This is an optimization exercise on Yosys and OpenROAD, whose aim is small area, a short achievable clock period and few clock cycles per item, not a production implementation.
Where RTL was checked, it was by simulation tests only, not by an equivalence proof against the original.
For runs 3 to 5, only the layout was checked, not whether the RTL still works.
Power figures rest on the tool's default switching activity, not on a simulated workload.

==> flow/design.v <==
`timescale 1ns / 1ps
module decimal_to_bcd #(
    parameter INPUT_WIDTH = 14,
    parameter DECIMAL_DIGITS = 4
)(
    input wire clk_i,
    input wire rst_i,
    input wire start_i,
    input wire [INPUT_WIDTH-1 : 0] binary_i,
    output reg [DECIMAL_DIGITS*4-1 : 0] bcd_o,
    output reg done_o
);
localparam integer W = INPUT_WIDTH + DECIMAL_DIGITS*4 + 4;
reg [W-1:0] sr;
integer i, d;
always @(*) begin
    sr = {{(W-INPUT_WIDTH){1'b0}}, binary_i};
    for (i = 0; i < INPUT_WIDTH; i = i + 1) begin
        for (d = 0; d <= DECIMAL_DIGITS; d = d + 1) begin
            if (sr[INPUT_WIDTH + d*4 +: 4] > 4)
                sr[INPUT_WIDTH + d*4 +: 4] = sr[INPUT_WIDTH + d*4 +: 4] + 4'd3;
        end
        sr = sr << 1;
    end
end
always @(posedge clk_i) begin
    bcd_o <= sr[INPUT_WIDTH +: DECIMAL_DIGITS*4];
end
always @(posedge clk_i or posedge rst_i) begin
    if (rst_i) done_o <= 1'b0;
    else       done_o <= start_i;
end
endmodule
==> flow/run.sh <==
#!/bin/bash
# synth_recipe.tcl (not shown) runs the flow's synth.tcl, then flattens the netlist and writes it again
# the make line also repeats each setting of config.mk as NAME=value (left out here)
make -C /OpenROAD-flow-scripts/flow DESIGN_CONFIG=/design/flow/config.mk WORK_HOME=/design/flow/orfs CLKGATE_MAP_FILE= SYNTH_SCRIPT=/design/flow/synth_recipe.tcl finish
==> flow/config.mk <==
export PLATFORM = sky130hd
export DESIGN_NAME = decimal_to_bcd
export DESIGN_NICKNAME = decimal_to_bcd
export VERILOG_FILES = /design/flow/design.v
export SDC_FILE = /design/flow/constraint.sdc
export NUM_CORES = 4
export LEC_CHECK = 0
export CAP_MARGIN = 20
export CORE_MARGIN = 2
export CORE_UTILIZATION = 40
export SLEW_MARGIN = 20
==> flow/constraint.sdc <==
create_clock -name core_clock -period 10.0 [get_ports {clk_i}]
set_input_delay 2.0000 -clock core_clock [delete_from_list [all_inputs] [get_ports {clk_i}]]
set_output_delay 2.0000 -clock core_clock [all_outputs]
set_load 0.01 [all_outputs]
==> out/qor.yml, run 1 <==
outcome: "complete, no violations"
hpwlAfterDp_um: 10600
dr.pass1.iters: 5
fin_nets: 737
synth_cell_types: 94
overflow: 0
die_x_um: 114
ant_nets: 0
rsz0062_at_grt: "no"
slowest_delay_ns: 0.64
antenna_found_initial: 0
hold_slack_ns: 1.89
grt_usage: 0.209
syn_inst: 684
clk_pin_slew_worst_paths_ns: 0.05
syn_nets: 724
use_met2: 0.349
ys_seq_elements: 17
placed_area_um2: 5300
startpoint: "binary_i[12]"
slew_violations: 0
dr.first_iter.drc_count: 620
drive_above_1_share: 0.108
powerDensity_nw_per_um2: 287
async_flop_share: 0.0588
wl_per_cell_um: 16.8
worstPathMaxFanout: 11
cp-end-kind: "flip-flop"
grt_start_max_net_pins: 20
timing.final.setup_violations: 0
clockBufferDepth: 2
numCtsBuffers: 3
period_minus_slack_ns: 9.46
cts_root_buf: "clkbuf_16"
hold_path.class: "input port to asynchronous set/reset pin"
fin_cells: 843
ys_seq_area_frac: 0.0718
start_util: 0.405
num_io_pins: 34
fmax_ghz: 0.106
slowest_stage: "or4_1"
synth-edff-count: 0
antennaDiodeCount: 0
drc: 0
drv_cap: 0
grt_util_met3: 0.0213
finalPower_mw: 1.55
ys.flop_type: "dfxtp_1"
fp.dieH_um: 114
power.leakage_nw: 2.01
grt_pass1_wl_um: 23400
worst_slew_pin_slew_ns: 0.861
cts.sinks: 17
htreeDepth: 1
wl_um: 14100
synth_top_cell_by_area: "dfxtp_1"
cp.required_ns: 10.18
path_class: "input port to flip-flop"
grt_pass1_vias: 4897
hold_viol: 0
viasPerCell: 6.62
area_growth_pct: 12.4
yosys.area.top_type_share: 0.0666
synth_warnings: 1
peakVddDrop_mv: 0.151
vias: 5580
fin_setup_tns_ns: 0
fin_area_um2: 5400
maxSlewHeadroom: 0.425
cpMostUsedCell: "ha_1"
grt_busiest_layer: "met2"
syn-cell-area_um2: 4810
fin_ws_ns: 0.542
dp_slack_ns: 0.0703
rows: 40
dp_cells: 839
io_buffers: 33
grtUsageMet1: 0.297
fill_cells: 1196
hold_buffers: 0
place_congestion: 0.931
netlist_top_cells_area: "dfxtp_1, ha_1, mux2i_1"
arrival_ns: 9.64
cts_tree: "built"
cp-start-kind: "input port"
fin_crit_sh: 0.946
avgSynthCellArea_um2: 7.03
core_um2: 11900
die_area_um2: 12900
final_util: 0.455
what timing repair did:
item	CTS	global route
resized for setup	0	6
setup buffers	0	0
endpoints found under the setup margin	0	11
flip-flops by register name, indices dropped and copies added, names as in the netlist:
register / count
done_o: 1
bcd_o: 16
critical path: cells and delay by family:
kind	cells	cell delay (ns)
buf+inv	5	0.90
xor+xnor	3	1.12
mux	1	0.21
simple gates	5	1.57
compound gates	9	2.40
fa+ha+maj	6	1.43
per-layer routing:
layer	routed length, um	up-vias	part of all wire
li1	-	2725	-
met1	6580	2613	0.47
met2	6580	218	0.47
met3	789	24	0.056
met4	186	0	0.013
met5	0	-	0
cell families (layout without fill, tap and decap cells):
kind of cell | count (synthesis) | count (layout) | share of synthesized area
AO/OA/AOI/OAI | 269 | 269 | 0.426
XOR/XNOR | 24 | 24 | 0.0541
adder cells (fa/ha/maj) | 24 | 24 | 0.0622
buffers and inverters | 86 | 98 | 0.0768
flip-flops | 17 | 17 | 0.0718
multiplexers | 28 | 28 | 0.0599
AND/OR/NAND/NOR | 236 | 236 | 0.249
power by group:
| group | switching, mW | internal (mW) |
|---|---|---|
| Combinational | 0.783 | 0.566 |
| Clock | 0.0275 | 0.0535 |
| Sequential | 0.00802 | 0.112 |
worst max path at each step:
stage and to:
4_1_cts bcd_o[14], 5_1_grt bcd_o[14], 3_3_place_gp bcd_o[14], 6_report bcd_o[14], 2_1_floorplan bcd_o[10], 3_5_place_dp bcd_o[14]
synth_stat cells, types with 4 or more instances:
master	count
and2_1	4
a22oi_1	11
o32a_1	5
o31ai_1	4
o21ai_1	7
o22ai_1	8
nand4_1	14
o211ai_1	16
nand3_1	27
mux2_2	5
nor4_1	10
a21oi_1	41
inv_1	26
nor2_1	56
and4_1	5
a2111oi_0	7
or4_1	4
clkbuf_1	35
o21a_1	4
buf_2	16
mux2i_1	22
xnor2_1	17
dfxtp_1	16
nand2b_1	7
and3_1	6
ha_1	23
a211oi_1	14
a21o_1	7
a221oi_1	9
nand2_1	48
o32ai_1	6
nor3_1	32
o21ai_0	29
a22o_1	4
a311oi_1	6
buf_4	5
a31oi_1	20
a211o_1	8
a21boi_0	4
a32oi_1	5
placed cells by master, fill, tap and decap left out, types with 5 or more instances in the layout:
| master | instances |
|---|---|
| a211oi_1 | 13 |
| nor3_1 | 32 |
| o21ai_0 | 29 |
| nand2b_1 | 7 |
| xnor2_1 | 16 |
| dfxtp_1 | 16 |
| nand4_1 | 14 |
| mux2_2 | 5 |
| a311oi_1 | 6 |
| mux2i_1 | 22 |
| and3_1 | 6 |
| a211o_1 | 8 |
| ha_1 | 22 |
| clkdlybuf4s50_1 | 33 |
| nand2_1 | 48 |
| o21ai_1 | 7 |
| buf_4 | 32 |
| a21o_1 | 7 |
| a221oi_1 | 9 |
| a22oi_1 | 11 |
| o211ai_1 | 16 |
| inv_1 | 26 |
| a21oi_1 | 41 |
| o32a_1 | 5 |
| o22ai_1 | 8 |
| a32oi_1 | 5 |
| a31oi_1 | 20 |
| o32ai_1 | 6 |
| a2111oi_0 | 7 |
| nand3_1 | 27 |
| nor2_1 | 56 |
| nor4_1 | 10 |
layout make-up:
class	count	area (um^2)	area share
Inverter	29	109	0.0202
Timing Repair Buffer	65	571	0.106
Clock inverter	1	5.00	0.000927
Sequential cell	17	345	0.0639
Multi-Input combinational cell	581	4110	0.761
Tap cell	147	184	0.0341
Clock buffer	3	75.1	0.0139
Testbench counts, summed over its fixed seeds: cycles 2,048, items 2,048.
==> run 2, diff against run 1 <==
--- a/flow/design.v
+++ b/flow/design.v
@@ -13,2 +13,10 @@
 localparam integer W = INPUT_WIDTH + DECIMAL_DIGITS*4 + 4;
+reg [INPUT_WIDTH-1:0] binary_val;
+always @(posedge clk_i) begin
+    binary_val <= binary_i;
+end
+always @(posedge clk_i or posedge rst_i) begin
+    if (rst_i) done_o <= 1'b0;
+    else       done_o <= start_i;
+end
 reg [W-1:0] sr;
@@ -16,3 +24,3 @@
 always @(*) begin
-    sr = {{(W-INPUT_WIDTH){1'b0}}, binary_i};
+    sr = {{(W-INPUT_WIDTH){1'b0}}, binary_val};
     for (i = 0; i < INPUT_WIDTH; i = i + 1) begin
@@ -24,9 +32,3 @@
     end
-end
-always @(posedge clk_i) begin
-    bcd_o <= sr[INPUT_WIDTH +: DECIMAL_DIGITS*4];
-end
-always @(posedge clk_i or posedge rst_i) begin
-    if (rst_i) done_o <= 1'b0;
-    else       done_o <= start_i;
+    bcd_o = sr[INPUT_WIDTH +: DECIMAL_DIGITS*4];
 end
==> run 2 against run 1 <==
Sequential share of layout area down 0.56 points. Die area is 7.6% lower. Maximum frequency fell by 1.4%. Cell count shrank 9.6%. Combinational power rose by 31%. Critical path type is now flip-flop to output pin. Largest power group unchanged.
==> out/qor.yml, run 2 <==
startpoint: "binary_val[11]"
drive_above_1_share: 0.235
reg.largest.list: "binary_val: 14 flops, done_o: 1 flops"
antenna_found_initial: 0
core_um2: 10800
maxSlewHeadroom: 0.489
mostFrequentLayoutCells: "nor2_1, buf_4, nand2_1"
grt_pass1_wl_um: 20000
p_comb_frac: 0.933
synth_cell_types: 102
syn_inst: 579
hold_buffers: 0
arrival_ns: 7.59
syn-cell-area_um2: 4430
fill_cells: 1071
yosys.area.top_type_share: 0.0791
hpwlAfterDp_um: 8810
dr.first_iter.drc_count: 314
endpoint: "bcd_o[2]"
netlist_top_cells_area: "ha_1, dfxtp_1, nor2_1"
numCtsBuffers: 3
antennaDiodeCount: 0
seqPwrFrac: 0.038
area_growth_pct: 19.6
cts_root_buf: "clkbuf_8"
die_area_um2: 11900
cp.required_ns: 8.00
p_int_uw: 951
final_common_cell: "nor2_1"
viasPerCell: 6.05
num_io_pins: 34
peakVddDrop_mv: 0.347
grt_usage: 0.199
ys_seq_area_frac: 0.0689
synth_warnings: 1
hold_slack_ns: 1.87
hold_viol: 0
worstPathMaxFanout: 7
p_switching_uw: 942
power.leakage_nw: 2.04
yosysMostFrequentCell: "nor2_1"
drv_cap: 0
top_register: "binary_val"
synth_common_cells: "nor2_1, a21oi_1, nand2_1"
period_minus_slack_ns: 9.59
wl_um: 11900
cts_tree: "built"
path_class: "flip-flop to output pin"
synth_top_cell_by_area: "ha_1"
fin_crit_sh: 0.959
slowest_delay_ns: 0.55
slew_violations: 0
fp.dieH_um: 109
place_congestion: 0.930
dr.pass1.iters: 5
hold_path.class: "input port to asynchronous set/reset pin"
cpMostUsedCell: "nor2_1"
powerDensity_nw_per_um2: 357
grt_pass1_vias: 4305
timing.final.setup_violations: 0
fmax_ghz: 0.104
drc: 0
overflow: 0
start_util: 0.408
finalPower_mw: 1.89
clockBufferDepth: 2
slowest_stage: "clkdlybuf4s50_1"
ant_nets: 0
rows: 38
dp_slack_ns: 0.0334
die_x_um: 109
cts.sinks: 15
synth-edff-count: 0
largest_register_ffs: 14
fin_ws_ns: 0.407
cp-end-kind: "output pin"
io_buffers: 33
fin_setup_tns_ns: 0
switching_share: 0.498
cp-start-kind: "flip-flop"
outcome: "complete, no violations"
htreeDepth: 1
fin_nets: 668
clk_pin_slew_worst_paths_ns: 0.08
ys_seq_elements: 15
grt_start_max_net_pins: 22
avgSynthCellArea_um2: 7.65
vias: 4613
wl_per_cell_um: 15.6
pwr-share-clk: 0.029
async_flop_share: 0.0667
syn_nets: 624
ys.flop_type: "dfxtp_1"
worst_slew_pin_slew_ns: 0.765
## run 2: cell count changes after synthesis, moves of 6 or more
cell / delta
a2111oi_0: -6
a211oi_1: -8
a221oi_1: -9
a22oi_1: -7
a31oi_1: -12
clkbuf_1: -24
nand2_1: -12
nand4_1: -6
nor3_1: -13
nor4_1: -7
o211ai_1: -9
## run 2: cell type report
type | instances | area, um^2 | share of cell area
timing repair buffer | 71 | 618 | 0.117
multi-input combinational | 504 | 4040 | 0.763
clock inverter | 1 | 5.00 | 0.000945
clock buffer | 3 | 41.3 | 0.00780
sequential | 15 | 309 | 0.0584
tap | 140 | 175 | 0.0331
inverter | 28 | 105 | 0.0198
## run 2: metrics by stage
stage / instance area [um^2] / utilization / cells
final: 5300 / 0.489 / 762
after CTS: 5120 / 0.472 / 759
after global placement: 5010 / 0.462 / 753
after floorplan: 4430 / - / 579
after detailed placement: 5010 / 0.462 / 753
after global routing: 5300 / 0.489 / 762
## run 2: worst min-delay path by stage
stage	endpoint	cells past startpoint
after floorplan	done_o	1
after global placement	done_o	2
after detailed placement	done_o	2
after CTS	done_o	2
after global routing	done_o	2
final	done_o	2
## run 2: cells by family after synthesis
kind of cell | count (synthesis) | synth area share
XOR/XNOR | 25 | 0.0667
AO/OA/AOI/OAI | 212 | 0.391
multiplexers | 33 | 0.0856
buffers and inverters | 60 | 0.0619
flip-flops | 15 | 0.0689
adder cells (fa/ha/maj) | 28 | 0.0791
AND/OR/NAND/NOR | 206 | 0.247
## run 2: critical path: cells and delay by family, from the launching register on
kind | cells | cell delay, ns
compound gates | 10 | 2.25
xor+xnor | 4 | 0.89
fa+ha+maj | 6 | 1.49
buf+inv | 7 | 1.31
flops | 1 | 0.39
mux | 1 | 0.21
simple gates | 5 | 0.78
## run 2: timing repair
action,CTS,global route
resized for setup,12,27
hold endpoints to repair,0,0
pin swaps,1,7
cloned,0,0
setup buffers,2,3
setup endpoints to repair,3,15
## run 2: power groups by stage
| stage | Combinational, mW | Clock, mW | Sequential (mW) |
|---|---|---|---|
| 3_3_place_gp | 1.70 | 0 | 0.0719 |
| 3_5_place_dp | 1.73 | 0 | 0.0719 |
| 4_1_cts | 1.75 | 0.0570 | 0.0706 |
| 2_1_floorplan | 1.17 | 0 | 0.0665 |
| 5_1_grt | 1.94 | 0.0599 | 0.0721 |
| 6_report | 1.77 | 0.0550 | 0.0712 |
## run 2: layer usage
layer / track usage / vias to the layer above / part of all wire
met5: 0 / - / 0
met2: 0.335 / 108 / 0.48
li1: - / 2297 / -
met1: 0.279 / 2196 / 0.47
met3: 0.0221 / 12 / 0.040
met4: 0.0307 / 0 / 0.0094
Testbench counts of run 2, summed over its fixed seeds: cycles 2,048, items 2,048.
==> run 3, diff against run 2 <==
==> flow/design.v (replaced) <==
`timescale 1ns / 1ps
module decimal_to_bcd #(
    parameter INPUT_WIDTH = 14,
    parameter DECIMAL_DIGITS = 4
)(
    input wire clk_i,
    input wire rst_i,
    input wire start_i,
    input wire [INPUT_WIDTH-1 : 0] binary_i,
    output reg [DECIMAL_DIGITS*4-1 : 0] bcd_o,
    output reg done_o
);
function [3:0] add3;
    input [3:0] d;
    begin
        add3[3] = d[3] | (d[2] & (d[1] | d[0]));
        add3[2] = (d[3] & d[0]) | (d[2] & ~d[1] & ~d[0]);
        add3[1] = (d[1] & (~d[2] | d[0])) | (d[3] & ~d[0]);
        add3[0] = (~d[3] & ~d[2] & d[0]) | (d[2] & d[1] & ~d[0]) | (d[3] & ~d[0]);
    end
endfunction
function [23:0] front;
    input [13:0] b;
    reg [29:0] sr;
    integer i, d;
    begin
        sr = {16'd0, b};
        for (i = 0; i < 6; i = i + 1) begin
            for (d = 0; d < 4; d = d + 1)
                sr[14 + d*4 +: 4] = add3(sr[14 + d*4 +: 4]);
            sr = sr << 1;
        end
        front = sr[29:6];
    end
endfunction
function [15:0] back;
    input [23:0] s;
    reg [29:0] sr;
    integer i, d;
    begin
        sr = {s, 6'd0};
        for (i = 6; i < 14; i = i + 1) begin
            for (d = 0; d < 4; d = d + 1)
                sr[14 + d*4 +: 4] = add3(sr[14 + d*4 +: 4]);
            sr = sr << 1;
        end
        back = sr[29:14];
    end
endfunction
wire [23:0] front_w = front(binary_i);
reg  [14:0] mid;
always @(posedge clk_i) begin
    mid <= front_w[14:0];
end
always @(posedge clk_i or posedge rst_i) begin
    if (rst_i) done_o <= 1'b0;
    else       done_o <= start_i;
end
always @(*) begin
    bcd_o = back({{(24-15){1'b0}}, mid});
end
endmodule
--- a/flow/config.mk
+++ b/flow/config.mk
@@ -7,2 +7,3 @@
 export LEC_CHECK = 0
+export ABC_AREA = 1
 export CAP_MARGIN = 20
==> run 3 against run 2 <==
Clock power is 14% lower. Critical endpoint is now bcd_o[15]. Sequential power rose by 3.7%. Non-clock buffer count is 38 lower. Highest routed layer unchanged. Largest power group unchanged. Synthesized cell count down 25%.
==> out/qor.yml, run 3 <==
numCtsBuffers: 3
ys_seq_area_frac: 0.136
drc: 0
powerDensity_nw_per_um2: 243
fin_crit_sh: 0.531
worst_slew_pin_slew_ns: 0.392
hold_path.class: "input port to asynchronous set/reset pin"
fin_setup_tns_ns: 0
largest_register_ffs: 15
timing.final.setup_violations: 0
slew_violations: 0
startpoint: "mid[8]"
fin_cells: 543
crit_chain: "inv_2 -> nand2_1 -> nand2_2 -> nand2_4 -> nor2_1 -> nor2_2 -> nand3_1 -> a21oi_2 -> nand2_1 -> nand2_2 -> nand2_1 -> nand2_1 -> nand2_2 -> inv_1 -> nor2_1 -> nand2_1 -> nand3_2 -> o21ai_2 -> nand3b_1 -> o21ai_1 -> clkdlybuf4s50_1"
synth_common_cells: "nand2_1, nand3_1, inv_1"
endpoint: "bcd_o[15]"
antenna_found_initial: 0
hold_slack_ns: 1.89
vias: 2601
rsz0062_at_grt: "no"
fin_ws_ns: 4.69
post-cts-setup-buffers: 0
ys.flop_type: "dfxtp_1"
yosysMostFrequentCell: "nand2_1"
syn_nets: 449
overflow: 0
worstPathMaxFanout: 6
area_growth_pct: 19.2
async_flop_share: 0.0625
synth_cell_types: 27
syn_inst: 432
num_io_pins: 34
arrival_ns: 3.31
grt_usage: 0.164
htreeDepth: 1
worst-path-stages: 21
cp.required_ns: 8.00
viasPerCell: 4.79
grt_pass1_wl_um: 9250
multi_input_area_um2: 1820
cpMostUsedCell: "nand2_1"
wl_per_cell_um: 8.93
placed_area_um2: 2820
final_common_cell: "nand2_1"
clk_pin_slew_worst_paths_ns: 0.06
grt_start_max_net_pins: 10
dp_slack_ns: 4.93
dp_cells: 539
drive_above_1_share: 0.214
synth-edff-count: 0
cts_root_buf: "clkbuf_8"
register_area_um2: 325
critPathTopFamily: "simple AND/OR/NAND/NOR gates"
postCtsResizedCells: 0
synth_warnings: 1
mostFrequentLayoutCells: "nand2_1, nand3_1, inv_1"
peakVddDrop_mv: 0.174
rows: 28
core_um2: 5850
cp-start-kind: "flip-flop"
wl_um: 4850
final_util: 0.489
finalPower_uw: 694
avgSynthCellArea_um2: 5.55
start_util: 0.410
clockBufferDepth: 2
syn-cell-area_um2: 2400
place_congestion: 0.844
hpwlAfterDp_um: 4190
power.leakage_nw: 1.50
fmax_ghz: 0.188
hold_buffers: 0
reg.largest.list: "mid: 15 flops, done_o: 1 flops"
netlist_top_cells_area: "nand2_1, dfxtp_1, nand3_1"
slowest_delay_ns: 0.54
antennaDiodeCount: 0
grt_pass1_vias: 2353
yosys.area.top_type_share: 0.202
ys_seq_elements: 16
dr.pass1.iters: 4
period_minus_slack_ns: 5.31
outcome: "complete, no violations"
fin_area_um2: 2860
hold_viol: 0
die_x_um: 81.4
drv_cap: 0
maxSlewHeadroom: 0.736
cp_num_buf_inv: 3
fill_cells: 640
ant_nets: 0
fin_nets: 486
cp-end-kind: "output pin"
fp.dieH_um: 81.4
io_buffers: 33
cts.sinks: 16
path_class: "flip-flop to output pin"
cts_tree: "built"
dr.first_iter.drc_count: 100
top_register: "mid"
die_area_um2: 6630
synth_top_cell_by_area: "nand2_1"
slowest_stage: "clkdlybuf4s50_1"
==> run 3: final cells by class <==
class / instances / area share
repair buffers: 33 / 0.115
clock buffers: 4 / 0.0157
flip-flops and latches: 16 / 0.114
multi-input cells: 349 / 0.636
well taps: 75 / 0.0328
inverters: 66 / 0.0866
==> run 3: logic make-up (layout without fill, tap and decap cells) <==
family | after synthesis | in the layout | share of synthesized area
compound gates | 50 | 50 | 0.140
buf+inv | 67 | 103 | 0.106
flops | 16 | 16 | 0.136
simple gates | 299 | 299 | 0.618
==> run 3: routing by layer <==
layer	global-route usage	vias to the layer above	share of wire
met2	0.289	27	0.46
met3	0.00879	2	0.019
met1	0.225	1107	0.52
met4	0.0203	0	0.0033
li1	-	1465	-
met5	0	-	0
==> run 3: worst min path at each step <==
stage               start     end  slack, ns  depth (start not counted)
floorplan           rst_i  done_o       1.73                          1
global placement    rst_i  done_o       2.14                          2
detailed placement  rst_i  done_o       2.15                          2
CTS                 rst_i  done_o       1.89                          2
global route        rst_i  done_o       1.90                          2
finish              rst_i  done_o       1.89                          2
==> run 3: report_power, final <==
part / internal, mW / switching (mW)
Combinational: 0.238 / 0.335
Clock: 0.0281 / 0.0193
Sequential: 0.0686 / 0.00519
Total: 0.335 / 0.359
==> run 4, diff against run 3 <==
--- a/flow/design.v
+++ b/flow/design.v
@@ -21,3 +21,3 @@
 endfunction
-function [23:0] front;
+function [21:0] front;
     input [13:0] b;
@@ -27,3 +27,3 @@
         sr = {16'd0, b};
-        for (i = 0; i < 6; i = i + 1) begin
+        for (i = 0; i < 8; i = i + 1) begin
             for (d = 0; d < 4; d = d + 1)
@@ -32,3 +32,3 @@
         end
-        front = sr[29:6];
+        front = sr[29:8];
     end
@@ -36,3 +36,3 @@
 function [15:0] back;
-    input [23:0] s;
+    input [21:0] s;
     reg [29:0] sr;
@@ -40,4 +40,4 @@
     begin
-        sr = {s, 6'd0};
-        for (i = 6; i < 14; i = i + 1) begin
+        sr = {s, 8'd0};
+        for (i = 8; i < 14; i = i + 1) begin
             for (d = 0; d < 4; d = d + 1)
@@ -49,6 +49,6 @@
 endfunction
-wire [23:0] front_w = front(binary_i);
-reg  [14:0] mid;
+wire [21:0] front_w = front(binary_i);
+reg  [15:0] mid;
 always @(posedge clk_i) begin
-    mid <= front_w[14:0];
+    mid <= front_w[15:0];
 end
@@ -59,3 +59,3 @@
 always @(*) begin
-    bcd_o = back({{(24-15){1'b0}}, mid});
+    bcd_o = back({{(22-16){1'b0}}, mid});
 end
==> run 4 against run 3 <==
Die area down 15%. Maximum frequency up 10%. Combinational power down 5.4%. Non-clock buffer count unchanged. Core utilization up 2.8 points. Clock-buffer cell count unchanged. Global-route usage up 0.063 points. Power down 2.5%. Clock power up 5.3%. Synthesized cell count down 8.6%. Still clean. Sequential power up 14%.
==> out/qor.yml, run 4 <==
wl_um: 4250
hold_path.class: "input port to asynchronous set/reset pin"
yosysMostFrequentCell: "nand2_1"
start_util: 0.422
cp.required_ns: 8.00
reg.largest.list: "mid: 16 flops, done_o: 1 flops"
synthAdderAreaFrac: 0
grt_pass1_vias: 2029
cp-start-kind: "flip-flop"
mostFrequentLayoutCells: "nand2_1, inv_1, nand3_1"
grt_start_max_net_pins: 10
synth-xor-area-share: 0
clk_pin_slew_worst_paths_ns: 0.07
synth-edff-count: 0
area_growth_pct: 22.4
fin_crit_sh: 0.481
synth_top_family_by_area: "simple AND/OR/NAND/NOR gates"
syn_inst: 395
largest_register_ffs: 16
ys.flop_type: "dfxtp_1"
synth.mux.area_fraction: 0
antennaDiodeCount: 0
arrival_ns: 2.81
hold_viol: 0
powerDensity_nw_per_um2: 274
cts.sinks: 17
syn-cell-area_um2: 2020
hpwlAfterDp_um: 3670
dp_cells: 494
dr.first_iter.drc_count: 68
fin_setup_tns_ns: 0
netlist_top_cells_area: "nand2_1, dfxtp_1, nand3_1"
post-cts-setup-buffers: 0
drc: 0
avgSynthCellArea_um2: 5.12
fp.dieH_um: 75.1
peakVddDrop_mv: 0.120
worstPathMaxFanout: 5
cts_root_buf: "clkbuf_8"
numCtsBuffers: 3
antenna_found_initial: 0
ant_nets: 0
path_class: "flip-flop to output pin"
num_io_pins: 34
wl_per_cell_um: 8.52
synth_compound_area_frac: 0.145
rows: 25
fin_cells: 498
clockBufferDepth: 2
cp-end-kind: "output pin"
drv_cap: 0
final_common_cell: "nand2_1"
worst_slew_pin_slew_ns: 0.396
grt_pass1_wl_um: 7730
cts_tree: "built"
dr.pass1.iters: 4
hold_buffers: 0
place_congestion: 0.806
async_flop_share: 0.0588
io_buffers: 33
fin_nets: 449
htreeDepth: 1
slew_violations: 0
vias: 2382
syn_nets: 412
viasPerCell: 4.78
synth_cell_types: 26
outcome: "complete, no violations"
fmax_ghz: 0.208
crit_chain: "nor2_1 -> nand2_1 -> nand2_1 -> nand2_1 -> inv_1 -> nor2_2 -> nand2_2 -> o21ai_2 -> nand3_1 -> nand2_1 -> nand2_1 -> nor2_1 -> nand2_1 -> nand2_2 -> nand3_1 -> nand3_1 -> clkdlybuf4s50_1"
core_um2: 4790
grt_usage: 0.164
power.leakage_nw: 1.35
slowest_stage: "clkdlybuf4s50_1"
overflow: 0
die_area_um2: 5640
rsz0062_at_grt: "no"
period_minus_slack_ns: 4.81
synth_warnings: 1
synth_simple_gate_area_frac: 0.575
die_x_um: 75.1
postCtsResizedCells: 0
timing.final.setup_violations: 0
cpMostUsedCell: "nand2_1"
slowest_delay_ns: 0.53
yosys.area.top_type_share: 0.277
synth_top_cell_by_area: "nand2_1"
synth_common_cells: "nand2_1, inv_1, nand3_1"
ys_seq_elements: 17
drive_above_1_share: 0.0673
maxSlewHeadroom: 0.733
ys_seq_area_frac: 0.171
top_register: "mid"
-- run 4: changes by cell type after synthesis, moves of 4 or more --
cell / delta
nand2_2: -28
nand2_1: +20
nor2_1: +15
nor2_2: -11
inv_2: -10
nand3_1: -6
nand3_2: -6
nand2_4: -5
o22ai_1: +5
a21oi_1: -4
-- run 4: final timing paths --
path	from	end	slack, ns	cells after the start
max	mid[6]	bcd_o[13]	5.19	17
max in group asynchronous	rst_i	done_o	8.03	2
min in group core_clock	binary_i[5]	mid[5]	2.19	1
min	rst_i	done_o	1.88	2
-- run 4: layer usage --
metal	share of wire	up-vias	track usage
li1	-	1337	-
met1	0.51	1006	0.219
met2	0.46	34	0.289
met3	0.023	5	0.0120
met4	0.0090	0	0.0357
met5	0	-	0
-- run 4: cell families (layout without fill, tap and decap cells) --
group / after synthesis / count (layout)
simple gates: 270 / 270
buf+inv: 58 / 94
compound gates: 50 / 50
flops: 17 / 17
-- run 4: layout make-up --
cell class	instances	area [um^2]
timing repair buffer	33	330
clock buffer	4	45.0
inverter	57	214
tap	67	83.8
fill	535	2310
sequential	17	345
multi-input combinational	320	1450
-- run 4: power breakdown --
group / switching, mW / leakage [nW] / internal (mW)
Clock: 0.0217 / 0.0228 / 0.0282
Sequential: 0.00844 / 0.146 / 0.0760
Combinational: 0.309 / 1.18 / 0.233
Total: 0.339 / 1.35 / 0.337
-- run 4: through the flow --
stage          hold WS, ns   util  instance area [um^2]  total power, mW  setup WS, ns
2_1_floorplan         1.73      -                  2020            0.447          6.16
3_3_place_gp          2.15  0.507                  2430            0.631          5.44
3_5_place_dp          2.15  0.507                  2430            0.632          5.44
4_1_cts               1.88  0.517                  2470            0.684          5.16
5_1_grt               1.90  0.517                  2470            0.762          4.78
6_report              1.88  0.517                  2470            0.676          5.19
-- run 4: worst max-delay path: cells and delay by family, from the launching register on --
family                 cells  cell delay, ns
flip-flops                 1            0.39
AO/OA/AOI/OAI              1            0.21
AND/OR/NAND/NOR           14            1.36
buffers and inverters      2            0.59
==> run 5, diff against run 4 <==
--- a/flow/design.v
+++ b/flow/design.v
@@ -21,3 +21,3 @@
 endfunction
-function [21:0] front;
+function [17:0] front;
     input [13:0] b;
@@ -27,3 +27,3 @@
         sr = {16'd0, b};
-        for (i = 0; i < 8; i = i + 1) begin
+        for (i = 0; i < 12; i = i + 1) begin
             for (d = 0; d < 4; d = d + 1)
@@ -32,3 +32,3 @@
         end
-        front = sr[29:8];
+        front = sr[29:12];
     end
@@ -36,3 +36,3 @@
 function [15:0] back;
-    input [21:0] s;
+    input [17:0] s;
     reg [29:0] sr;
@@ -40,4 +40,4 @@
     begin
-        sr = {s, 8'd0};
-        for (i = 8; i < 14; i = i + 1) begin
+        sr = {s, 12'd0};
+        for (i = 12; i < 14; i = i + 1) begin
             for (d = 0; d < 4; d = d + 1)
@@ -49,6 +49,6 @@
 endfunction
-wire [21:0] front_w = front(binary_i);
-reg  [15:0] mid;
+wire [17:0] front_w = front(binary_i);
+reg  [16:0] mid;
 always @(posedge clk_i) begin
-    mid <= front_w[15:0];
+    mid <= front_w[16:0];
 end
@@ -59,3 +59,3 @@
 always @(*) begin
-    bcd_o = back({{(22-16){1'b0}}, mid});
+    bcd_o = back({{(18-17){1'b0}}, mid});
 end
==> run 5 against run 4 <==
Largest power group unchanged. Area after synthesis rose by 6.9%. Core utilization fell by 0.91 points. Hold slack improved by 0.010 ns. Cell count rose by 2.8%. Largest cell class unchanged. Routed wire length rose by 7.9%. Global-route usage barely moved. Synthesized cell count rose by 2.8%. Clock power rose by 16%. Critical endpoint is now mid[7]. Flip-flop and latch count rose by 1. First-iteration DRC count rose by 15%.
==> out/qor.yml, run 5 <==
outcome: "complete, no violations"
drive_above_1_share: 0.113
syn_inst: 406
arrival_ns: 4.82
largest_register_ffs: 17
core_um2: 5170
overflow: 0
rows: 26
ys_seq_elements: 18
grt_pass1_wl_um: 8580
hold_buffers: 0
maxSlewHeadroom: 0.747
p_switching_uw: 286
num_io_pins: 34
grt_pass1_vias: 2182
avgSynthCellArea_um2: 5.32
clockBufferDepth: 2
postCtsResizedCells: 0
post-cts-setup-buffers: 0
yosys.area.top_type_share: 0.217
numCtsBuffers: 3
io_buffers: 33
cts.sinks: 18
finalPower_uw: 603
async_flop_share: 0.0556
fin_setup_tns_ns: 0
die_x_um: 77.5
period_minus_slack_ns: 4.68
wl_um: 4580
pwr-share-clk: 0.096
power.leakage_nw: 1.44
p_int_uw: 317
synth_top_cell_by_area: "nand2_1"
cp-start-kind: "input port"
drv_cap: 0
dr.pass1.iters: 4
dr.first_iter.drc_count: 78
antenna_found_initial: 0
fin_crit_sh: 0.468
timing.final.setup_violations: 0
viasPerCell: 4.72
start_util: 0.418
antennaDiodeCount: 0
hold_viol: 0
synth_warnings: 1
slew_violations: 0
powerDensity_nw_per_um2: 230
fp.dieH_um: 77.5
cts_root_buf: "clkbuf_8"
reg.largest.list: "mid: 17 flops, done_o: 1 flops"
fill_cells: 513
fin_nets: 460
peakVddDrop_mv: 0.122
hpwlAfterDp_um: 3910
ant_nets: 0
mostFrequentLayoutCells: "nand2_1, inv_1, nand3_1"
htreeDepth: 1
top_register: "mid"
synth_common_cells: "nand2_1, inv_1, nand3_1"
final_common_cell: "nand2_1"
die_area_um2: 6000
grt_start_max_net_pins: 11
syn_nets: 423
grt_usage: 0.164
clk_pin_slew_worst_paths_ns: 0.07
dp_slack_ns: 5.07
synth-edff-count: 0
switching_share: 0.474
rsz0062_at_grt: "no"
dp_cells: 508
worstPathMaxFanout: 7
fmax_ghz: 0.214
seqPwrFrac: 0.186
synth_cell_types: 27
area_growth_pct: 21.6
fin_cells: 512
wl_per_cell_um: 8.95
cp.required_ns: 10.14
path_class: "input port to flip-flop"
drc: 0
vias: 2417
place_congestion: 0.920
fin_ws_ns: 5.32
syn-cell-area_um2: 2160
worst_slew_pin_slew_ns: 0.379
yosysMostFrequentCell: "nand2_1"
p_comb_frac: 0.718
cp-end-kind: "flip-flop"
ys_seq_area_frac: 0.169
cts_tree: "built"
netlist_top_cells_area: "nand2_1, dfxtp_1, nand3_1"
hold_path.class: "input port to asynchronous set/reset pin"
ys.flop_type: "dfxtp_1"
-- run 5: metal layers --
| layer | GRT usage | routed length [um] | vias up |
|---|---|---|---|
| met5 | 0 | 0 | - |
| met4 | 0.0321 | 33 | 0 |
| met3 | 0.0140 | 89 | 4 |
| met2 | 0.281 | 1960 | 35 |
| met1 | 0.227 | 2500 | 1008 |
| li1 | - | - | 1370 |
-- run 5: kinds of logic (layout without fill, tap and decap cells) --
logic type             Yosys count  after routing  share of synthesized area
DFF                             18             18                      0.169
AOI/OAI and AO/OA               47             47                      0.133
and+or+nand+nor                263            263                      0.560
buffers and inverters           78            114                      0.138
-- run 5: power groups by stage --
stage / clock network, mW / logic [mW] / registers, mW
after CTS: 0.0609 / 0.434 / 0.112
after detailed placement: 0 / 0.433 / 0.114
final: 0.0581 / 0.433 / 0.112
after floorplan: 0 / 0.292 / 0.109
after global placement: 0 / 0.433 / 0.113
after global routing: 0.0633 / 0.496 / 0.114
-- run 5: path summary, 6_finish.rpt --
check / from / end / slack [ns] / depth (start not counted)
max: binary_i[13] / mid[7] / 5.32 / 26
min: rst_i / done_o / 1.89 / 2
max in group asynchronous: rst_i / done_o / 8.02 / 2
min in group core_clock: binary_i[2] / mid[2] / 2.19 / 1
-- run 5: layout make-up --
class	count	area [um^2]	share of cell area
well taps	70	87.6	0.0334
inverters	77	290	0.111
flip-flops and latches	18	365	0.139
clock buffers	4	55.1	0.0210
repair buffers	33	330	0.126
multi-input cells	310	1500	0.570
-- run 5: critical path, stage by stage --
cell	delay (ns)
clkdlybuf4s50_1	0.59
inv_2	0.08
a21oi_1	0.20
nand2_1	0.10
nand2_1	0.10
nand2_1	0.07
clkinv_1	0.07
nor2_2	0.05
nand2_1	0.07
nand2_1	0.09
nand2_2	0.12
nand2_1	0.08
nand2_2	0.09
nand2_2	0.09
nand2_1	0.10
nand2_1	0.07
a21oi_1	0.17
nand2_1	0.07
nand2_1	0.12
nor2_1	0.05
nand2_1	0.10
nand2_2	0.09
nand2_1	0.10
inv_2	0.03
nand2_1	0.04
nand3_1	0.06
-- run 5: stage by stage --
step / area (um^2) / hold WS (ns) / utilization
after floorplan: 2160 / 1.73 / -
after global placement: 2570 / 2.15 / 0.497
after detailed placement: 2570 / 2.15 / 0.497
after CTS: 2630 / 1.89 / 0.507
after global routing: 2630 / 1.91 / 0.507
final: 2630 / 1.89 / 0.507
==> run 6, diff against run 5 <==
--- a/flow/design.v
+++ b/flow/design.v
@@ -21,3 +21,3 @@
 endfunction
-function [17:0] front;
+function [19:0] front;
     input [13:0] b;
@@ -27,3 +27,3 @@
         sr = {16'd0, b};
-        for (i = 0; i < 12; i = i + 1) begin
+        for (i = 0; i < 10; i = i + 1) begin
             for (d = 0; d < 4; d = d + 1)
@@ -32,3 +32,3 @@
         end
-        front = sr[29:12];
+        front = sr[29:10];
     end
@@ -36,3 +36,3 @@
 function [15:0] back;
-    input [17:0] s;
+    input [19:0] s;
     reg [29:0] sr;
@@ -40,4 +40,4 @@
     begin
-        sr = {s, 12'd0};
-        for (i = 12; i < 14; i = i + 1) begin
+        sr = {s, 10'd0};
+        for (i = 10; i < 14; i = i + 1) begin
             for (d = 0; d < 4; d = d + 1)
@@ -49,3 +49,3 @@
 endfunction
-wire [17:0] front_w = front(binary_i);
+wire [19:0] front_w = front(binary_i);
 reg  [16:0] mid;
@@ -59,3 +59,3 @@
 always @(*) begin
-    bcd_o = back({{(18-17){1'b0}}, mid});
+    bcd_o = back({{(20-17){1'b0}}, mid});
 end
==> run 6 against run 5 <==
Still clean. Synthesized cell count is 6.4% lower. Area after synthesis fell by 8.6%. Sequential power fell by 12%. Core utilization rose by 0.46 points. Flip-flop and latch count unchanged. Clock-buffer cell count stayed put. Routed wire length decreased by 11%. Cell count is 5.7% lower. Worst setup slack got worse by 0.12 ns.
==> out/qor.yml, run 6 <==
hold_buffers: 0
rows: 25
dr_wl_met3_um: 60
grt_pass1_vias: 1946
synth_warnings: 1
async_flop_share: 0.0556
wl_per_cell_um: 8.43
synth_top_cell_by_area: "dfxtp_1"
post-cts-setup-buffers: 0
synth_compound_area_frac: 0.171
peakVddDrop_mv: 0.163
ys_seq_elements: 18
vias: 2278
timing.final.setup_violations: 0
period_minus_slack_ns: 4.80
synth_simple_gate_area_frac: 0.469
final_util: 0.512
clockBufferDepth: 2
ys.flop_type: "dfxtp_1"
fp.dieH_um: 74.2
yosys.area.top_type_share: 0.172
top_register: "mid"
htreeDepth: 1
cts_root_buf: "clkbuf_8"
cts.sinks: 18
drc: 0
maxSlewHeadroom: 0.684
wl_met2_um: 1930
numCtsBuffers: 3
worstPathMaxFanout: 4
overflow: 0
grt_start_max_net_pins: 11
power.leakage_nw: 1.32
slew_violations: 0
core_um2: 4750
register_area_um2: 365
cts_tree: "built"
die_area_um2: 5510
multi_input_area_um2: 1260
hold_path.class: "input port to asynchronous set/reset pin"
endpoint: "bcd_o[9]"
start_util: 0.415
syn_inst: 380
cp-start-kind: "flip-flop"
grt_pass1_wl_um: 7260
cp-end-kind: "output pin"
syn_nets: 397
outcome: "complete, no violations"
startpoint: "mid[6]"
largest_register_ffs: 17
fin_crit_sh: 0.480
final_common_cell: "nand2_1"
drv_cap: 0
fmax_ghz: 0.208
synth-edff-count: 0
mostFrequentLayoutCells: "nand2_1, inv_1, nor2_1"
hpwlAfterDp_um: 3510
grt_usage: 0.157
yosysMostFrequentCell: "nand2_1"
reg.largest.list: "mid: 17 flops, done_o: 1 flops"
cp.required_ns: 8.00
drive_above_1_share: 0.0721
antennaDiodeCount: 0
arrival_ns: 2.80
synth-xor-area-share: 0
wl_met1_um: 2050
synth_top_family_by_area: "simple AND/OR/NAND/NOR gates"
io_buffers: 33
fin_setup_tns_ns: 0
path_class: "flip-flop to output pin"
place_congestion: 0.890
powerDensity_nw_per_um2: 269
wl_um: 4070
die_x_um: 74.2
hold_viol: 0
area_growth_pct: 23.4
worst_slew_pin_slew_ns: 0.470
highest_layer: "met4"
synth_common_cells: "nand2_1, inv_1, nor2_1"
syn-cell-area_um2: 1970
postCtsResizedCells: 0
antenna_found_initial: 0
viasPerCell: 4.72
netlist_top_cells_area: "dfxtp_1, nand2_1, inv_1"
fin_nets: 434
dr.first_iter.drc_count: 64
avgSynthCellArea_um2: 5.19
synthAdderAreaFrac: 0
ys_seq_area_frac: 0.185
rsz0062_at_grt: "no"
synth.mux.area_fraction: 0
fill_cells: 514
clk_pin_slew_worst_paths_ns: 0.06
num_io_pins: 34
dr.pass1.iters: 4
ant_nets: 0
synth_cell_types: 23
==> run 6: changes by cell type in the layout (fill, tap and decap cells not counted), sizes merged, moves of 5 or more <==
cell,change
o22ai,+6
nand2,-39
a21oi,+5
inv,+15
nor3,+8
nand3,-25
==> run 6: layer usage <==
layer  GRT usage  vias up
met5           0        -
met4      0.0417        0
met3     0.00813        2
met2       0.283       27
met1       0.205      970
li1            -     1279
==> run 6: critical path: stages (launching register included) <==
cell	delay, ns
dfxtp_1	0.31
inv_1	0.07
nor2_1	0.05
inv_1	0.07
nor2_1	0.04
nor3_1	0.20
inv_1	0.11
o31ai_1	0.42
inv_1	0.12
nor2_1	0.12
o21ai_0	0.12
inv_1	0.12
nand2_1	0.09
o211ai_1	0.16
clkdlybuf4s50_1	0.55
==> run 6: worst min path at each step <==
stage | startpoint | end | cells after the start
finish | rst_i | done_o | 2
global route | rst_i | done_o | 2
CTS | rst_i | done_o | 2
detailed placement | rst_i | done_o | 2
global placement | rst_i | done_o | 2
floorplan | rst_i | done_o | 1
==> run 6: area by class of cell <==
class,instances,area share
repair buffers,33,0.136
multi-input cells,271,0.518
clock buffers,4,0.0226
inverters,90,0.139
well taps,67,0.0344
flip-flops and latches,18,0.150
==> run 6: through the flow <==
| step | instance area, um^2 | hold slack, ns | power, mW | std cells | setup slack (ns) |
|---|---|---|---|---|---|
| 2_1_floorplan | 1970 | 1.73 | 0.420 | 380 | 6.20 |
| 3_3_place_gp | 2380 | 2.14 | 0.599 | 479 | 5.49 |
| 3_5_place_dp | 2380 | 2.15 | 0.600 | 479 | 5.48 |
| 4_1_cts | 2430 | 1.88 | 0.661 | 483 | 5.19 |
| 5_1_grt | 2430 | 1.90 | 0.732 | 483 | 4.87 |
| 6_report | 2430 | 1.88 | 0.654 | 483 | 5.20 |
==> run 6: where the power goes <==
| group | internal [mW] | total [mW] | leakage [nW] | switching (mW) |
|---|---|---|---|---|
| clock network | 0.0349 | 0.0579 | 0.0288 | 0.0230 |
| registers | 0.0873 | 0.0981 | 0.154 | 0.0109 |
| logic | 0.223 | 0.498 | 1.14 | 0.275 |
==> run 6: logic make-up (layout without fill, tap and decap cells) <==
group / Yosys count / in the layout
simple gates: 210 / 210
buf+inv: 91 / 127
flops: 18 / 18
compound gates: 61 / 61
Testbench counts of run 6, summed over its fixed seeds: cycles 2,048, items 2,048.
==> run 7, diff against run 6 <==
==> flow/flow/run.sh (new file) <==
#!/bin/bash
# Own layout flow: the standard layout (standard.sh) with
#  - synthesis run through ORFS's own synth script, but with the ABC area
#    script replaced by flow/abc_area.script (combinational mapping only;
#    registers and their names are the standard synthesis's),
#  - the port buffers made from a fast small buffer instead of the default,
set -euo pipefail
W=$(pwd)
BUF=${BUF:-sky130_fd_sc_hd__buf_2}
MARGIN=${MARGIN:-0}
rm -rf "$W/scripts_mod"
cp -r "$FLOW_HOME/scripts" "$W/scripts_mod"
cp "$W/flow/abc_area.script" "$W/scripts_mod/abc_area.script"
bash standard.sh SCRIPTS_DIR="$W/scripts_mod" ABC_AREA=1 synth > "$W/synth.log" 2>&1
bash standard.sh "BUFFER_PORTS_ARGS=-buffer_cell $BUF" SETUP_SLACK_MARGIN=$MARGIN finish > "$W/layout.log" 2>&1
==> flow/flow/abc_area.script (new file) <==
strash
balance -l
resub -K 6 -l
rewrite -l
resub -K 6 -N 2 -l
refactor -l
resub -K 8 -l
balance -l
resub -K 8 -N 2 -l
rewrite -l
resub -K 10 -l
rewrite -z -l
resub -K 10 -N 2 -l
balance -l
resub -K 12 -l
refactor -z -l
resub -K 12 -N 2 -l
rewrite -z -l
balance -l
balance -l
resub -K 6 -l
rewrite -l
resub -K 6 -N 2 -l
refactor -l
resub -K 8 -l
balance -l
resub -K 8 -N 2 -l
rewrite -l
resub -K 10 -l
rewrite -z -l
resub -K 10 -N 2 -l
balance -l
resub -K 12 -l
refactor -z -l
resub -K 12 -N 2 -l
rewrite -z -l
balance -l
dch -f
map -a
topo
stime -c
==> flow/standard.sh (new file) <==
#!/bin/bash
# synth_recipe.tcl (not shown) runs the flow's synth.tcl, then flattens the netlist and writes it again
# the make line also repeats each setting of config.mk as NAME=value (left out here)
make -C /OpenROAD-flow-scripts/flow DESIGN_CONFIG=/design/flow/config.mk WORK_HOME=/design/flow/orfs CLKGATE_MAP_FILE= SYNTH_SCRIPT=/design/flow/synth_recipe.tcl "${@:-finish}"
removed: flow/run.sh
==> run 7 against run 6 <==
Critical path depth grew 25. Maximum frequency shrank 28%. Area after synthesis shrank 23%. Clock power shrank 3%. Cell area shrank 26%. Power shrank 16%. Sequential power grew 1%. Hold slack lost 0.31 ns. Die area shrank 22%. Still clean on timing, DRC and antenna. Global-route usage shrank 2.3 points. Non-clock buffer count is the same. Combinational power shrank 21%.
==> out/qor.yml, run 7 <==
outcome: "complete, no violations"
arrival_ns: 6.84
cts.sinks: 18
fin_crit_sh: 0.670
wl_per_cell_um: 7.70
hold_path.class: "input port to asynchronous set/reset pin"
vias: 1621
wl_um: 2710
antennaDiodeCount: 0
synth.mux.area_fraction: 0.00741
grt_start_max_net_pins: 11
largest_register_ffs: 17
overflow: 0
period_minus_slack_ns: 6.70
worstPathMaxFanout: 6
top_register: "mid"
hold_slack_ns: 1.57
area_growth_pct: 18.0
yosys.area.top_type_share: 0.224
hpwlAfterDp_um: 2360
power.leakage_nw: 0.805
slowest_delay_ns: 0.36
fmax_ghz: 0.149
ys_seq_area_frac: 0.241
final_common_cell: "nand2_1"
mostFrequentLayoutCells: "nand2_1, clkinv_1, nor2_1"
rsz0062_at_grt: "no"
htreeDepth: 1
yosysMostFrequentCell: "nand2_1"
post-cts-setup-buffers: 0
synth_simple_gate_area_frac: 0.280
peakVddDrop_mv: 0.0788
synthAdderAreaFrac: 0
rows: 22
grt_pass1_wl_um: 4820
syn_inst: 268
fin_nets: 322
syn-cell-area_um2: 1520
synth-edff-count: 0
die_x_um: 65.6
grt_usage: 0.134
syn_nets: 285
netlist_top_cells_area: "dfxtp_1, nand2_1, clkinv_1"
synth_compound_area_frac: 0.275
slowest_stage: "o21ai_0"
numCtsBuffers: 3
place_congestion: 0.768
dp_cells: 348
synth_common_cells: "nand2_1, clkinv_1, nor2_1"
cp-start-kind: "input port"
clk_pin_slew_worst_paths_ns: 0.06
cts_tree: "built"
cp.required_ns: 10.14
reg.largest.list: "mid: 17 flops, done_o: 1 flops"
dr.pass1.iters: 4
drc: 0
synth-xor-area-share: 0.0461
powerDensity_nw_per_um2: 307
fin_setup_tns_ns: 0
synth_cell_types: 25
ys_seq_elements: 18
io_buffers: 33
dr.first_iter.drc_count: 44
path_class: "input port to flip-flop"
synth_top_family_by_area: "simple AND/OR/NAND/NOR gates"
cts_root_buf: "clkbuf_8"
core_um2: 3660
fp.dieH_um: 65.6
postCtsResizedCells: 0
antenna_found_initial: 0
clockBufferDepth: 2
worst_slew_pin_slew_ns: 0.396
die_area_um2: 4310
synth_warnings: 1
num_io_pins: 34
async_flop_share: 0.0556
start_util: 0.415
cpMostUsedCell: "nand2_1"
avgSynthCellArea_um2: 5.67
timing.final.setup_violations: 0
fin_cells: 352
synth_top_cell_by_area: "dfxtp_1"
cp-end-kind: "flip-flop"
slew_violations: 0
maxSlewHeadroom: 0.733
fill_cells: 399
drive_above_1_share: 0.145
viasPerCell: 4.61
drv_cap: 0
finalPower_uw: 551
ant_nets: 0
hold_viol: 0
ys.flop_type: "dfxtp_1"
hold_buffers: 0
grt_pass1_vias: 1253
-- run 7: changes by cell type after synthesis, sizes merged, moves of 7 or more --
cell	delta
nand4	-9
inv	-89
nor2	-16
xor2	+7
nand2	-37
clkinv	+58
nand3	-32
nor3	-11
-- run 7: per-stage QoR --
| stage | cell area, um^2 | setup WS (ns) | utilization |
|---|---|---|---|
| detailed placement | 1740 | 3.00 | 0.474 |
| global route | 1790 | 2.59 | 0.489 |
| CTS | 1790 | 3.27 | 0.489 |
| floorplan | 1520 | 3.77 | - |
| global placement | 1740 | 3.11 | 0.474 |
| finish | 1790 | 3.30 | 0.489 |
-- run 7: per-layer routing --
layer / part of all wire / GRT usage
met2: 0.44 / 0.213
met5: 0 / 0
met1: 0.53 / 0.185
met3: 0.022 / 0.0103
met4: 0.010 / 0.0547
-- run 7: path summary, 6_finish.rpt --
kind                       slack (ns)    startpoint  endpoint
setup / recovery                 3.30  binary_i[13]    mid[6]
hold / removal                   1.57         rst_i    done_o
max in group asynchronous        8.35         rst_i    done_o
min in group core_clock          1.85   binary_i[1]    mid[1]
-- run 7: worst max-delay path, delay by kind of cell --
kind | cells | cell delay [ns]
compound gates | 13 | 2.15
simple gates | 19 | 1.80
buf+inv | 6 | 0.58
mux | 1 | 0.30
-- run 7: report_power, final --
part           leakage (nW)  internal (mW)  total, mW  switching (mW)
combinational         0.622          0.152      0.395           0.243
clock                0.0288         0.0349     0.0563          0.0214
sequential            0.154         0.0877     0.0995          0.0118
total                 0.805          0.275      0.551           0.276
-- run 7: final cells by class --
| type | count | area [um^2] | area share |
|---|---|---|---|
| clock buffer | 4 | 55.1 | 0.0307 |
| inverter | 59 | 221 | 0.124 |
| multi-input combinational | 190 | 925 | 0.516 |
| sequential | 18 | 365 | 0.204 |
| tap | 48 | 60.1 | 0.0335 |
| timing repair buffer | 33 | 165 | 0.0922 |
-- run 7: kinds of logic after synthesis --
logic type                after synthesis
AOI/OAI and AO/OA                      73
xor gates and xnor gates                8
buffers and inverters                  60
DFF                                    18
muxes                                   1
and+or+nand+nor                       108
==> run 8, diff against run 7 <==
--- a/flow/flow/run.sh
+++ b/flow/flow/run.sh
@@ -9,3 +9,3 @@
 BUF=${BUF:-sky130_fd_sc_hd__buf_2}
-MARGIN=${MARGIN:-0}
+MARGIN=${MARGIN:-6}
 rm -rf "$W/scripts_mod"
==> run 8 against run 7 <==
Cell area up 96%. Global-route usage up 15 points. Via count up 66%. First-iteration DRC count rose to 6.2 times the previous value. Synthesized cell count stayed put. Area after synthesis unchanged. Critical path type unchanged. Critical endpoint is now mid[9]. Largest cell class unchanged.
==> out/qor.yml, run 8 <==
outcome: "complete, no violations"
clk_pin_slew_worst_paths_ns: 0.08
hold_path.class: "input port to asynchronous set/reset pin"
numCtsBuffers: 3
grt_start_max_net_pins: 11
timing.final.setup_violations: 0
syn_inst: 268
rsz0062_at_grt: "yes"
wl_per_cell_um: 21.1
synth_top_cell_by_area: "dfxtp_1"
area_growth_pct: 131
multi_input_area_um2: 1660
final_util: 0.957
antennaDiodeCount: 0
ys_seq_area_frac: 0.241
antenna_found_initial: 0
netlist_top_cells_area: "dfxtp_1, nand2_1, clkinv_1"
path_class: "input port to flip-flop"
cp-start-kind: "input port"
num_io_pins: 34
arrival_ns: 6.55
final_common_cell: "buf_4"
powerDensity_nw_per_um2: 325
io_buffers: 33
maxSlewHeadroom: 0.468
power.leakage_nw: 1.59
rows: 22
cts.sinks: 18
drive_above_1_share: 0.727
die_x_um: 65.6
drv_cap: 0
register_area_um2: 375
synth_warnings: 1
mostFrequentLayoutCells: "buf_4, buf_2, clkinv_1, nand2_1, buf_6"
overflow: 0
worstPathMaxFanout: 4
synth-edff-count: 0
fin_nets: 424
ant_nets: 0
period_minus_slack_ns: 6.38
vias: 2683
top_register: "mid"
wl_um: 9580
slowest_delay_ns: 0.44
grt_pass1_vias: 2217
synth_cell_types: 25
cts_root_buf: "clkbuf_8"
fin_crit_sh: 0.638
fin_setup_tns_ns: 0
viasPerCell: 5.91
ys.flop_type: "dfxtp_1"
die_area_um2: 4310
ys_seq_elements: 18
syn-cell-area_um2: 1520
dr.first_iter.drc_count: 271
htreeDepth: 1
avgSynthCellArea_um2: 5.67
fmax_ghz: 0.157
drc: 0
start_util: 0.415
core_um2: 3660
slowest_stage: "a21oi_1"
async_flop_share: 0.0556
yosys.area.top_type_share: 0.224
syn_nets: 285
synth_common_cells: "nand2_1, clkinv_1, nor2_1"
slew_violations: 0
grt_usage: 0.287
cp.required_ns: 10.17
grt_pass1_wl_um: 9580
hold_buffers: 0
yosysMostFrequentCell: "nand2_1"
hold_viol: 0
dr.pass1.iters: 5
cts_tree: "built"
place_congestion: 0.721
cp-end-kind: "flip-flop"
peakVddDrop_mv: 0.138
worst_slew_pin_slew_ns: 0.797
hpwlAfterDp_um: 2590
reg.largest.list: "mid: 17 flops, done_o: 1 flops"
clockBufferDepth: 2
fp.dieH_um: 65.6
largest_register_ffs: 17
fill_cells: 88
-- run 8: final timing paths --
path                               from     end  depth (start not counted)
setup / recovery           binary_i[11]  mid[9]                         37
hold / removal                    rst_i  done_o                          2
max in group asynchronous         rst_i  done_o                          2
min in group core_clock     binary_i[2]  mid[2]                          1
-- run 8: metal layers --
metal | vias to the layer above | routed length [um] | track usage
met5 | - | 0 | 0
met4 | 0 | 798 | 0.164
met3 | 67 | 696 | 0.0240
met2 | 203 | 4730 | 0.545
met1 | 1270 | 3360 | 0.303
li1 | 1143 | - | -
-- run 8: cell families after synthesis --
kind of cell | share of synthesized area
xor gates and xnor gates | 0.0461
and+or+nand+nor | 0.280
AOI/OAI and AO/OA | 0.275
muxes | 0.00741
buffers and inverters | 0.151
DFF | 0.241
-- run 8: power breakdown --
part | switching, mW | total, mW | internal, mW
Sequential | 0.0238 | 0.113 | 0.0888
Combinational | 0.524 | 0.962 | 0.438
Clock | 0.0289 | 0.0641 | 0.0352
-- run 8: area by class of cell --
class | count | share of cell area
timing repair buffer | 135 | 0.304
clock buffer | 4 | 0.0157
multi-input combinational | 190 | 0.474
tap | 48 | 0.0171
inverter | 59 | 0.0821
sequential | 18 | 0.107
-- run 8: through the flow --
step	cell area [um^2]	worst slack, ns	std cells	power (mW)	hold slack, ns
detailed placement	1990	3.35	348	0.586	1.83
floorplan	1770	3.94	268	0.475	1.72
CTS	3070	4.39	430	0.897	1.56
finish	3500	3.62	454	1.14	1.57
global route	3500	3.58	454	1.19	1.56
global placement	1990	3.39	348	0.582	1.83
-- run 8: repair_timing --
action                                  4_1_cts  5_1_grt
cloned                                        0        0
buffers inserted                             78       24
gates resized for setup                     129       68
pin swaps                                    62       48
endpoints found under the setup margin       27       27
-- run 8: critical path: cells and delay by family --
family | cells | cell delay [ns]
multiplexers | 1 | 0.19
buffers and inverters | 10 | 1.07
AND/OR/NAND/NOR | 17 | 1.75
AO/OA/AOI/OAI | 8 | 1.38
XOR/XNOR | 1 | 0.14
==> run 9, diff against run 8 <==
==> flow/flow/abc_area.script (replaced) <==
strash
balance -l
resub -K 6 -l
rewrite -l
resub -K 6 -N 2 -l
refactor -l
resub -K 8 -l
balance -l
resub -K 8 -N 2 -l
rewrite -l
resub -K 10 -l
rewrite -z -l
resub -K 10 -N 2 -l
balance -l
resub -K 12 -l
refactor -z -l
resub -K 12 -N 2 -l
rewrite -z -l
balance -l
dch -f
map
topo
stime -c
==> run 9 against run 8 <==
Worst setup slack improved by 1.6 ns. Via count down 15%. Area after synthesis grew 8.6%. Global-route usage decreased by 7.6 points. Clock power fell by 9.4%. Critical endpoint is now mid[6].
==> out/qor.yml, run 9 <==
outcome: "complete, no violations"
power.leakage_nw: 1.35
die_x_um: 68.2
avgSynthCellArea_um2: 5.52
p_switching_uw: 442
slew_violations: 0
start_util: 0.416
drc: 0
ant_nets: 0
ys_seq_area_frac: 0.221
clockBufferDepth: 2
mostFrequentLayoutCells: "buf_4, nand2_1, clkinv_1"
grt_pass1_wl_um: 7670
peakVddDrop_mv: 0.118
pwr-share-clk: 0.064
io_buffers: 33
rows: 23
timing.final.setup_violations: 0
cts.sinks: 18
cp-start-kind: "input port"
core_um2: 3970
powerDensity_nw_per_um2: 297
hold_slack_ns: 1.56
antennaDiodeCount: 0
synth_cell_types: 26
placed_area_um2: 2070
clk_pin_slew_worst_paths_ns: 0.07
dr.first_iter.drc_count: 73
syn_nets: 316
cp-end-kind: "flip-flop"
htreeDepth: 1
top_register: "mid"
hold_viol: 0
arrival_ns: 4.93
hold_buffers: 0
p_int_uw: 465
path_class: "input port to flip-flop"
fin_crit_sh: 0.479
yosys.area.top_type_share: 0.206
worstPathMaxFanout: 7
place_congestion: 0.858
netlist_top_cells_area: "dfxtp_1, clkinv_1, nand2_1"
final_util: 0.769
final_common_cell: "buf_4"
cts_tree: "built"
drive_above_1_share: 0.565
overflow: 0
rsz0062_at_grt: "yes"
fin_area_um2: 3050
fin_setup_tns_ns: 0
area_growth_pct: 85.1
wl_um: 5520
switching_share: 0.487
wl_per_cell_um: 12.4
antenna_found_initial: 0
synth_common_cells: "clkinv_1, nand2_1, nor2_1"
maxSlewHeadroom: 0.667
vias: 2272
dr.pass1.iters: 5
die_area_um2: 4660
viasPerCell: 5.13
synth_warnings: 1
fp.dieH_um: 68.2
cts_root_buf: "clkbuf_8"
fin_nets: 411
syn_inst: 299
drv_cap: 0
p_comb_frac: 0.820
largest_register_ffs: 17
ys_seq_elements: 18
grt_usage: 0.211
numCtsBuffers: 3
hpwlAfterDp_um: 2990
synth_top_cell_by_area: "dfxtp_1"
seqPwrFrac: 0.115
grt_pass1_vias: 2003
cp.required_ns: 10.14
hold_path.class: "input port to asynchronous set/reset pin"
reg.largest.list: "mid: 17 flops, done_o: 1 flops"
async_flop_share: 0.0556
worst_slew_pin_slew_ns: 0.496
synth-edff-count: 0
num_io_pins: 34
grt_start_max_net_pins: 11
ys.flop_type: "dfxtp_1"
fmax_ghz: 0.209
syn-cell-area_um2: 1650
period_minus_slack_ns: 4.79
==> run 9: worst paths after layout <==
path                       cells after the start          from     end
max in group asynchronous                      2         rst_i  done_o
setup / recovery                              22  binary_i[11]  mid[6]
min in group core_clock                        1   binary_i[3]  mid[3]
hold / removal                                 2         rst_i  done_o
==> run 9: worst max-delay path, cell delays in order <==
cell and delay [ns]:
buf_12 0.10, clkinv_8 0.06, nand4_1 0.17, nand2_2 0.11, nor2_2 0.19, clkinv_1 0.15, nor2_2 0.18, o211ai_1 0.15
a21oi_2 0.20, o22ai_2 0.09, nand2_1 0.08, o211ai_1 0.13, a21oi_2 0.19, o22ai_2 0.10, nand2_2 0.09, o211ai_1 0.11
a21oi_2 0.23, o22ai_2 0.12, a21oi_2 0.18, o21ai_2 0.09, a21oi_2 0.14, o22ai_1 0.07
==> run 9: per-layer routing <==
metal | routed length, um | vias up | share of wire | track usage
li1 | - | 1161 | - | -
met3 | 120 | 15 | 0.022 | 0.0230
met1 | 2000 | 1047 | 0.36 | 0.214
met2 | 3240 | 49 | 0.59 | 0.431
met4 | 155 | 0 | 0.028 | 0.0750
met5 | 0 | - | 0 | 0
==> run 9: what timing repair did <==
action	CTS	global route
pin swaps	40	40
resized for setup	99	41
hold endpoints to repair	0	0
endpoints found under the setup margin	27	27
buffers inserted	47	11
==> run 9: through the flow <==
stage | total power, mW | cells | setup slack (ns)
global route | 0.975 | 443 | 4.99
global placement | 0.544 | 381 | 4.83
detailed placement | 0.549 | 381 | 4.70
CTS | 0.822 | 432 | 5.33
floorplan | 0.444 | 299 | 5.32
finish | 0.907 | 443 | 5.21
==> run 9: kinds of logic after synthesis <==
kind of cell / synth area share
flip-flops: 0.221
buffers and inverters: 0.157
AND/OR/NAND/NOR: 0.313
AO/OA/AOI/OAI: 0.277
XOR/XNOR: 0.0318
==> run 9: power by group through the flow <==
stage	clock, mW	sequential [mW]	combinational, mW
4_1_cts	0.0590	0.101	0.661
5_1_grt	0.0615	0.106	0.807
3_5_place_dp	0	0.0989	0.450
3_3_place_gp	0	0.0987	0.445
2_1_floorplan	0	0.0965	0.347
6_report	0.0581	0.105	0.744
==> run 9: layout make-up <==
class                           count  area (um^2)
Multi-Input combinational cell    213         1570
Fill cell                         292          917
Timing Repair Buffer               91          674
Sequential cell                    18          375
Inverter                           67          318
Tap cell                           50         62.6
Clock buffer                        4         55.1
==> run 10, diff against run 9 <==
--- a/flow/flow/run.sh
+++ b/flow/flow/run.sh
@@ -9,3 +9,3 @@
 BUF=${BUF:-sky130_fd_sc_hd__buf_2}
-MARGIN=${MARGIN:-6}
+MARGIN=${MARGIN:-5.8}
 rm -rf "$W/scripts_mod"
==> flow/flow/abc_area.script (replaced) <==
strash
dch
map -B 0.9
topo
buffer -c
upsize -c
dnsize -c
==> run 10 against run 9 <==
Sequential power barely moved. Global-route usage fell by 6.0 points. Cell count rose by 13%. Critical path type is now flip-flop to output pin.
==> out/qor.yml, run 10 <==
hold_buffers: 0
clk_pin_slew_worst_paths_ns: 0.06
area_growth_pct: 42.2
maxSlewHeadroom: 0.754
synth_warnings: 1
fin_area_um2: 2810
cts_tree: "built"
hpwlAfterDp_um: 3420
syn_inst: 380
num_io_pins: 34
synth_common_cells: "nand2_1, inv_1, nor2_1"
period_minus_slack_ns: 4.25
netlist_top_cells_area: "dfxtp_1, nand2_1, inv_1"
synth_top_cell_by_area: "dfxtp_1"
largest_register_ffs: 17
rsz0062_at_grt: "yes"
ys_seq_area_frac: 0.185
grt_usage: 0.150
fin_setup_tns_ns: 0
die_x_um: 74.2
fmax_ghz: 0.236
avgSynthCellArea_um2: 5.19
dp_cells: 479
cts_root_buf: "clkbuf_8"
numCtsBuffers: 3
syn-cell-area_um2: 1970
grt_pass1_vias: 1869
powerDensity_nw_per_um2: 280
dp_slack_ns: 5.82
wl_per_cell_um: 9.73
yosys.area.top_type_share: 0.172
cp-start-kind: "flip-flop"
worstPathMaxFanout: 3
rows: 25
ys.flop_type: "dfxtp_1"
dr.first_iter.drc_count: 39
synth_cell_types: 23
fin_crit_sh: 0.425
cp.required_ns: 8.00
arrival_ns: 2.25
grt_pass1_wl_um: 6940
cp-end-kind: "output pin"
peakVddDrop_mv: 0.162
hold_viol: 0
core_um2: 4750
placed_area_um2: 2210
antennaDiodeCount: 0
hold_path.class: "input port to asynchronous set/reset pin"
dr.pass1.iters: 4
synth-edff-count: 0
async_flop_share: 0.0556
wl_um: 4870
grt_start_max_net_pins: 11
timing.final.setup_violations: 0
die_area_um2: 5510
final_common_cell: "nand2_1"
fin_ws_ns: 5.75
worst_slew_pin_slew_ns: 0.366
clockBufferDepth: 2
fp.dieH_um: 74.2
place_congestion: 0.835
overflow: 0
start_util: 0.415
reg.largest.list: "mid: 17 flops, done_o: 1 flops"
outcome: "complete, no violations"
slew_violations: 0
syn_nets: 397
cts.sinks: 18
ys_seq_elements: 18
yosysMostFrequentCell: "nand2_1"
viasPerCell: 4.87
top_register: "mid"
htreeDepth: 1
io_buffers: 33
fin_nets: 451
finalPower_uw: 786
power.leakage_nw: 1.46
path_class: "flip-flop to output pin"
vias: 2436
ant_nets: 0
antenna_found_initial: 0
mostFrequentLayoutCells: "nand2_1, inv_1, nand3_1"
drc: 0
drv_cap: 0
fin_cells: 500
drive_above_1_share: 0.416
## run 10: changes by cell type in the layout (fill, tap and decap cells not counted), sizes merged, moves of 4 or more
cell / before / now
inv: 9 / 89
clkinv: 58 / 1
buf: 91 / 50
nand2: 67 / 99
nand3: 12 / 34
nor2: 39 / 52
nor3: 4 / 14
nand4: 2 / 9
xor2: 6 / 0
a21oi: 28 / 23
o22ai: 14 / 10
## run 10: what timing repair did
| action | 4_1_cts | 5_1_grt |
|---|---|---|
| setup buffers | 0 | 17 |
| gates resized for setup | 17 | 124 |
| endpoints found under the setup margin | 15 | 15 |
| pin swaps | 1 | 39 |
## run 10: critical path, stage by stage, from the launching register on
cell	delay, ns
dfxtp_4	0.36
buf_4	0.14
nor3_2	0.27
nor3_4	0.09
inv_2	0.15
o22ai_4	0.11
inv_2	0.07
nor2_2	0.04
buf_4	0.13
nor3_2	0.19
inv_1	0.09
o21ai_2	0.14
nand2_1	0.07
buf_2	0.14
## run 10: worst paths after layout
path	startpoint	endpoint	cells after the start
worst max-delay path	mid[7]	bcd_o[4]	13
worst min-delay path	rst_i	done_o	2
max in group asynchronous	rst_i	done_o	2
min in group core_clock	binary_i[3]	mid[3]	1
## run 10: logic make-up after synthesis
family / after synthesis / synth area share
compound gates: 61 / 0.171
flops: 18 / 0.185
buf+inv: 91 / 0.175
simple gates: 210 / 0.469
## run 10: report_power, final
part	switching [mW]	internal [mW]	total (mW)
combinational	0.374	0.250	0.624
sequential	0.0155	0.0894	0.105
clock	0.0221	0.0349	0.0570
## run 10: area by class of cell
type	count	area (um^2)
fillers	460	1950
well taps	67	83.8
inverters	90	345
flip-flops and latches	18	383
repair buffers	50	300
clock buffers	4	55.1
multi-input cells	271	1640
## run 10: per-stage QoR
| stage | utilization | hold slack [ns] |
|---|---|---|
| 6_report | 0.590 | 1.57 |
| 5_1_grt | 0.590 | 1.57 |
| 4_1_cts | 0.492 | 1.56 |
| 3_5_place_dp | 0.466 | 1.84 |
| 3_3_place_gp | 0.466 | 1.83 |
| 2_1_floorplan | - | 1.73 |
## run 10: layer usage
layer | routed length (um) | global-route usage
met5 | 0 | 0
met4 | 83 | 0.0476
met2 | 2600 | 0.266
met3 | 61 | 0.0122
met1 | 2120 | 0.194

Re-timed with assumed drivers on the ports (clkbuf_16 on the clock, buf_2 on other inputs), run 10 has 5.726 ns of setup slack against 5.754 ns with ideal ports, and 6.001 ns once port delays also move by the mid clock arrival of 0.275 ns.
